From an optimization exercise on the open Yosys and OpenROAD flow, aimed at small area, a short achievable clock period and few clock cycles per item; shortcuts taken in it are not production practice.
At most, simulation tests tie the RTL to the original design; equivalence was not proved.
Power figures rest on the tool's default switching activity, not on a simulated workload.

==> 07-17 <==
==> flow/design.v <==
module comparator #(
  parameter int DW = 16
) (
  input  logic [DW-1:0] a_val,
  input  logic [3:0]    a_idx,
  input  logic [DW-1:0] b_val,
  input  logic [3:0]    b_idx,
  output logic [DW-1:0] o_val,
  output logic [3:0]    o_idx
);
  logic a_wins;
  assign a_wins = a_val > b_val;
  assign o_val  = a_wins ? a_val : b_val;
  assign o_idx  = a_wins ? a_idx : b_idx;
endmodule
module argmax16 #(
  parameter int CUT = 2
) (
  input  logic         clk,
  input  logic         rstn,        
  input  logic         in_valid,
  input  logic [255:0] in_data,     
  output logic         out_valid,
  output logic [3:0]   out_idx
);
  logic [15:0] val [5][16];
  logic [3:0]  idx [5][16];
  logic [15:0] val_r [5][16];
  logic [3:0]  idx_r [5][16];
  always_ff @(posedge clk or negedge rstn) begin
    if (!rstn) out_valid <= 1'b0;
    else       out_valid <= in_valid;
  end
  for (genvar i = 0; i < 16; i++) begin : g_in
    assign val_r[0][i] = in_data[16*i +: 16];
    assign idx_r[0][i] = 4'(i);
  end
  for (genvar l = 0; l < 4; l++) begin : g_lvl
    for (genvar j = 0; j < (8 >> l); j++) begin : g_node
      comparator #(.DW(16)) u_node (
        .a_val (val_r[l][2*j]),   .a_idx (idx_r[l][2*j]),
        .b_val (val_r[l][2*j+1]), .b_idx (idx_r[l][2*j+1]),
        .o_val (val[l+1][j]),     .o_idx (idx[l+1][j])
      );
      if (l + 1 == CUT) begin : g_reg
        if (CUT < 4) begin : g_v
          always_ff @(posedge clk) val_r[l+1][j] <= val[l+1][j];
        end
        always_ff @(posedge clk) idx_r[l+1][j] <= idx[l+1][j];
      end else begin : g_wire
        assign val_r[l+1][j] = val[l+1][j];
        assign idx_r[l+1][j] = idx[l+1][j];
      end
    end
  end
  assign out_idx = idx_r[4][0];
endmodule
==> flow/run.sh <==
#!/bin/bash
# synth_recipe.tcl (not shown) runs the flow's synth.tcl, then flattens the netlist and writes it again
# the make line also repeats each setting of config.mk as NAME=value (left out here)
make -C /OpenROAD-flow-scripts/flow DESIGN_CONFIG=/design/flow/config.mk WORK_HOME=/design/flow/orfs CLKGATE_MAP_FILE= SYNTH_SCRIPT=/design/flow/synth_recipe.tcl finish
==> flow/config.mk <==
export PLATFORM = sky130hd
export DESIGN_NAME = argmax16
export DESIGN_NICKNAME = argmax16
export VERILOG_FILES = /design/flow/design.v
export SDC_FILE = /design/flow/constraint.sdc
export NUM_CORES = 4
export LEC_CHECK = 0
export CAP_MARGIN = 20
export CORE_MARGIN = 2
export CORE_UTILIZATION = 40
export SLEW_MARGIN = 20
==> flow/constraint.sdc <==
create_clock -name core_clock -period 8.5 [get_ports {clk}]
set_input_delay 1.7000 -clock core_clock [delete_from_list [all_inputs] [get_ports {clk}]]
set_output_delay 1.7000 -clock core_clock [all_outputs]
set_load 0.01 [all_outputs]
==> 10-13 (differences from 07-17) <==
==> flow/design.v, changed modules only <==
module comparator #(
  parameter int DW = 16,
  parameter int HB = 3
) (
  input  logic [3:0][DW-1:0] val,
  output logic [3:0]         win,
  output logic [DW-1:0]      o_val
);
  localparam int LB = DW - HB;
  function automatic logic greater(input logic [LB-1:0] a, input logic [LB-1:0] b);
    logic c;
    c = 1'b0;
    for (int k = 0; k < LB; k++) c = (a[k] & ~b[k]) | ((a[k] | ~b[k]) & c);
    greater = c;
  endfunction
  logic [3:0]      cand;         
  logic            any;
  logic [3:0]      bits;
  logic [3:0][3:0] beats;        
  always_comb begin
    cand = 4'b1111;
    for (int k = DW - 1; k >= LB; k--) begin
      for (int i = 0; i < 4; i++) bits[i] = val[i][k];
      any  = |(cand & bits);
      cand = cand & (bits | {4{~any}});
    end
  end
  always_comb begin
    beats = '0;
    for (int i = 0; i < 4; i++)
      for (int j = i + 1; j < 4; j++) begin
        beats[i][j] = greater(val[i][LB-1:0], val[j][LB-1:0]);
        beats[j][i] = ~beats[i][j];
      end
    for (int i = 0; i < 4; i++) begin
      win[i] = cand[i];
      for (int j = 0; j < 4; j++)
        if (j != i) win[i] = win[i] & (~cand[j] | beats[i][j]);
    end
  end
  always_comb begin
    o_val = '0;
    for (int i = 0; i < 4; i++) o_val |= {DW{win[i]}} & val[i];
  end
endmodule
module argmax16 #(
  parameter int HBG = 4,    
  parameter int HBT = 3     
) (
  input  logic         clk,
  input  logic         rstn,        
  input  logic         in_valid,
  input  logic [255:0] in_data,     
  output logic         out_valid,
  output logic [3:0]   out_idx
);
  logic             valid_q;
  logic [3:0][15:0] gval, gval_q;    
  logic [3:0][3:0]  gwin;            
  logic [3:0][1:0]  gidx, gidx_q;    
  logic [3:0]       win;             
  logic [15:0]      unused_val;
  logic [3:0]       idx_c;
  always_ff @(posedge clk or negedge rstn) begin
    if (!rstn) begin
      valid_q   <= 1'b0;
      out_valid <= 1'b0;
    end else begin
      valid_q   <= in_valid;
      out_valid <= valid_q;
    end
  end
  for (genvar g = 0; g < 4; g++) begin : g_grp
    comparator #(.DW(16), .HB(HBG)) u_grp (
      .val   (in_data[64*g +: 64]),
      .win   (gwin[g]),
      .o_val (gval[g])
    );
    assign gidx[g][1] = gwin[g][3] | gwin[g][2];
    assign gidx[g][0] = gwin[g][3] | gwin[g][1];
  end
  always_ff @(posedge clk) begin
    gval_q <= gval;
    gidx_q <= gidx;
  end
  comparator #(.DW(16), .HB(HBT)) u_top (
    .val   (gval_q),
    .win   (win),
    .o_val (unused_val)
  );
  always_comb begin
    idx_c[3] = win[3] | win[2];
    idx_c[2] = win[3] | win[1];
    idx_c[1:0] = '0;
    for (int g = 0; g < 4; g++) idx_c[1:0] |= {2{win[g]}} & gidx_q[g];
  end
  always_ff @(posedge clk) out_idx <= idx_c;
endmodule
==> flow/flow/run.sh (new file) <==
#!/bin/bash
# Standard ORFS layout, with the port buffers made of sky130 buf cells
# instead of the delay buffer buffer_ports picks by default.
set -e
export BUFFER_PORTS_ARGS="-buffer_cell sky130_fd_sc_hd__buf_1"
bash standard.sh > standard.log 2>&1
==> flow/standard.sh (new file) <==
#!/bin/bash
# synth_recipe.tcl (not shown) runs the flow's synth.tcl, then flattens the netlist and writes it again
# the make line also repeats each setting of config.mk as NAME=value (left out here)
make -C /OpenROAD-flow-scripts/flow DESIGN_CONFIG=/design/flow/config.mk WORK_HOME=/design/flow/orfs CLKGATE_MAP_FILE= SYNTH_SCRIPT=/design/flow/synth_recipe.tcl "${@:-finish}"
CORE_UTILIZATION = 55   (was 40)
CTS_BUF_LIST = sky130_fd_sc_hd__clkbuf_4 sky130_fd_sc_hd__clkbuf_8   (was default)
SETUP_SLACK_MARGIN = 4.3   (was default)
removed: flow/run.sh
==> 06-21 (differences from 07-17) <==
==> flow/design.v, changed modules only <==
module comparator #(
  parameter int DW = 16,
  parameter int IW = 2
) (
  input  logic [3:0][DW-1:0] val,
  input  logic [3:0][IW-1:0] idx,
  output logic [DW-1:0]      o_val,
  output logic [IW+1:0]      o_idx
);
  logic gt01, gt02, gt03, gt12, gt13, gt23;
  logic [3:0] win;
  function automatic logic greater(input logic [DW-1:0] a, input logic [DW-1:0] b);
    logic c;
    c = 1'b0;
    for (int k = 0; k < DW; k++) c = (a[k] & ~b[k]) | ((a[k] | ~b[k]) & c);
    greater = c;
  endfunction
  assign gt01 = greater(val[0], val[1]);
  assign gt02 = greater(val[0], val[2]);
  assign gt03 = greater(val[0], val[3]);
  assign gt12 = greater(val[1], val[2]);
  assign gt13 = greater(val[1], val[3]);
  assign gt23 = greater(val[2], val[3]);
  assign win[0] =  gt01 &  gt02 &  gt03;
  assign win[1] = ~gt01 &  gt12 &  gt13;
  assign win[2] = ~gt02 & ~gt12 &  gt23;
  assign win[3] = ~gt03 & ~gt13 & ~gt23;
  always_comb begin
    o_val = '0;
    for (int i = 0; i < 4; i++) o_val |= {DW{win[i]}} & val[i];
  end
  assign o_idx[IW+1] = win[3] | win[2];
  assign o_idx[IW]   = win[3] | win[1];
  always_comb begin
    o_idx[IW-1:0] = '0;
    for (int i = 0; i < 4; i++) o_idx[IW-1:0] |= {IW{win[i]}} & idx[i];
  end
endmodule
module argmax16 #(
  parameter bit REG_MID = 1    
) (
  input  logic         clk,
  input  logic         rstn,        
  input  logic         in_valid,
  input  logic [255:0] in_data,     
  output logic         out_valid,
  output logic [3:0]   out_idx
);
  logic [3:0][15:0] gval, gval_q;    
  logic [3:0][1:0]  gidx, gidx_q;    
  logic [3:0]       idx_c;
  logic [3:0][3:0]  gx;              
  logic [15:0]      unused_val;
  always_ff @(posedge clk or negedge rstn) begin
    if (!rstn) out_valid <= 1'b0;
    else       out_valid <= in_valid;
  end
  for (genvar g = 0; g < 4; g++) begin : g_grp
    comparator #(.DW(16), .IW(1)) u_grp (
      .val   (in_data[64*g +: 64]),
      .idx   ('0),
      .o_val (gval[g]),
      .o_idx (gx[g][2:0])
    );
    assign gx[g][3] = 1'b0;
    assign gidx[g]  = gx[g][2:1];
  end
  comparator #(.DW(16), .IW(2)) u_top (
    .val   (gval_q),
    .idx   (gidx_q),
    .o_val (unused_val),
    .o_idx (idx_c)
  );
  if (REG_MID) begin : g_mid
    always_ff @(posedge clk) begin
      gval_q <= gval;
      gidx_q <= gidx;
    end
    assign out_idx = idx_c;
  end else begin : g_out
    assign gval_q = gval;
    assign gidx_q = gidx;
    always_ff @(posedge clk) out_idx <= idx_c;
  end
endmodule
==> flow/flow/run.sh (new file) <==
#!/bin/bash
# Standard ORFS layout, with the port buffers made of sky130 buf cells
# instead of the delay buffer buffer_ports picks by default.
set -e
export BUFFER_PORTS_ARGS="-buffer_cell sky130_fd_sc_hd__buf_2"
bash standard.sh > standard.log 2>&1
==> flow/standard.sh (new file) <==
#!/bin/bash
# synth_recipe.tcl (not shown) runs the flow's synth.tcl, then flattens the netlist and writes it again
# the make line also repeats each setting of config.mk as NAME=value (left out here)
make -C /OpenROAD-flow-scripts/flow DESIGN_CONFIG=/design/flow/config.mk WORK_HOME=/design/flow/orfs CLKGATE_MAP_FILE= SYNTH_SCRIPT=/design/flow/synth_recipe.tcl "${@:-finish}"
removed: flow/run.sh
==> run summary <==
metric                                                                                                   06-21                       07-17                      10-13
# resized after CTS                                                                                          0                           0                        104
Final Power                                                                                            1.86 mW                     2.51 mW                    2.00 mW
Largest net degree at the start of global routing                                                           19                          36                         16
DRC violation total after the first TritonRoute iteration                                                 1799                         780                       1420
Net switching power of the design                                                                     0.816 mW                     1.08 mW                   0.901 mW
Finished Layout Cells                                                                                     2241                        2106                       2127
Fraction of area in multi-input gates                                                                    66.3%                       60.7%                      66.6%
Static leakage                                                                                         5.51 nW                     7.14 nW                    5.53 nW
Min Clock Period, post-route                                                                           5.37 ns                     7.17 ns                    4.46 ns
Fraction of standard cell area that is sequential                                                        11.0%                       9.90%                      11.2%
Number of distinct library cell variants in the gate-level netlist after synthesis                          91                          68                         83
Adder and majority gate portion of the synthesized area                                                  12.3%                       25.9%                      9.78%
Library cell used as clock root buffer                                              sky130_fd_sc_hd__clkbuf_16  sky130_fd_sc_hd__clkbuf_16  sky130_fd_sc_hd__clkbuf_8
Overall routing resource usage                                                                           28.8%                       23.4%                      34.7%
Result of the run                                                             no timing/DRC/antenna violations  no timing/DRC/antenna violations  no timing/DRC/antenna violations
Post-synthesis compound-gate area fraction                                                               38.8%                       22.7%                      43.3%
Min Hold Slack                                                                                         1.12 ns                     1.50 ns                   0.365 ns
Total routed wire length on the met1 layer                                                             20.0 mm                     17.2 mm                    16.4 mm
Testbench counts of 06-21, summed over its fixed seeds: cycles 8,200, items 8,192.
The RTL of 07-17 and 10-13 was laid out without a check of its function.

## separate check: timing with driven ports
In the flow no input, the clock included, has a driving cell. The finished layouts below were timed again as built, in two steps. Step 1, drivers: a clkbuf_16 drives clk and a buf_2 each remaining input, both assumed. Step 2 times the ports against the registers' clock, not the clock port: input delays grow and output delays shrink by t, the midpoint of the rising clock arrivals with the driver on. a / b / c = ideal / step 1 / step 2; a / b = the first two.
run | shift t [ns] | setup WS [ns] | hold slack, ns | worst data-port slew with drivers (ns)
07-17 | 0.373 | 1.334 / 1.296 / 1.636 | 1.497 / 1.491 / 1.865 | 0.06
10-13 | 0.400 | 4.043 / 4.033 / 3.634 | 0.365 / 0.365 / 0.365 | 0.07
06-21 | 0.390 | 3.130 / 3.086 / 3.289 | 1.117 / 1.098 / 1.487 | 0.05
After both steps setup and hold are still met in every run listed. The setup slack of 10-13, which loses most, moves by -0.010 ns with the drivers and by -0.409 ns with both steps.
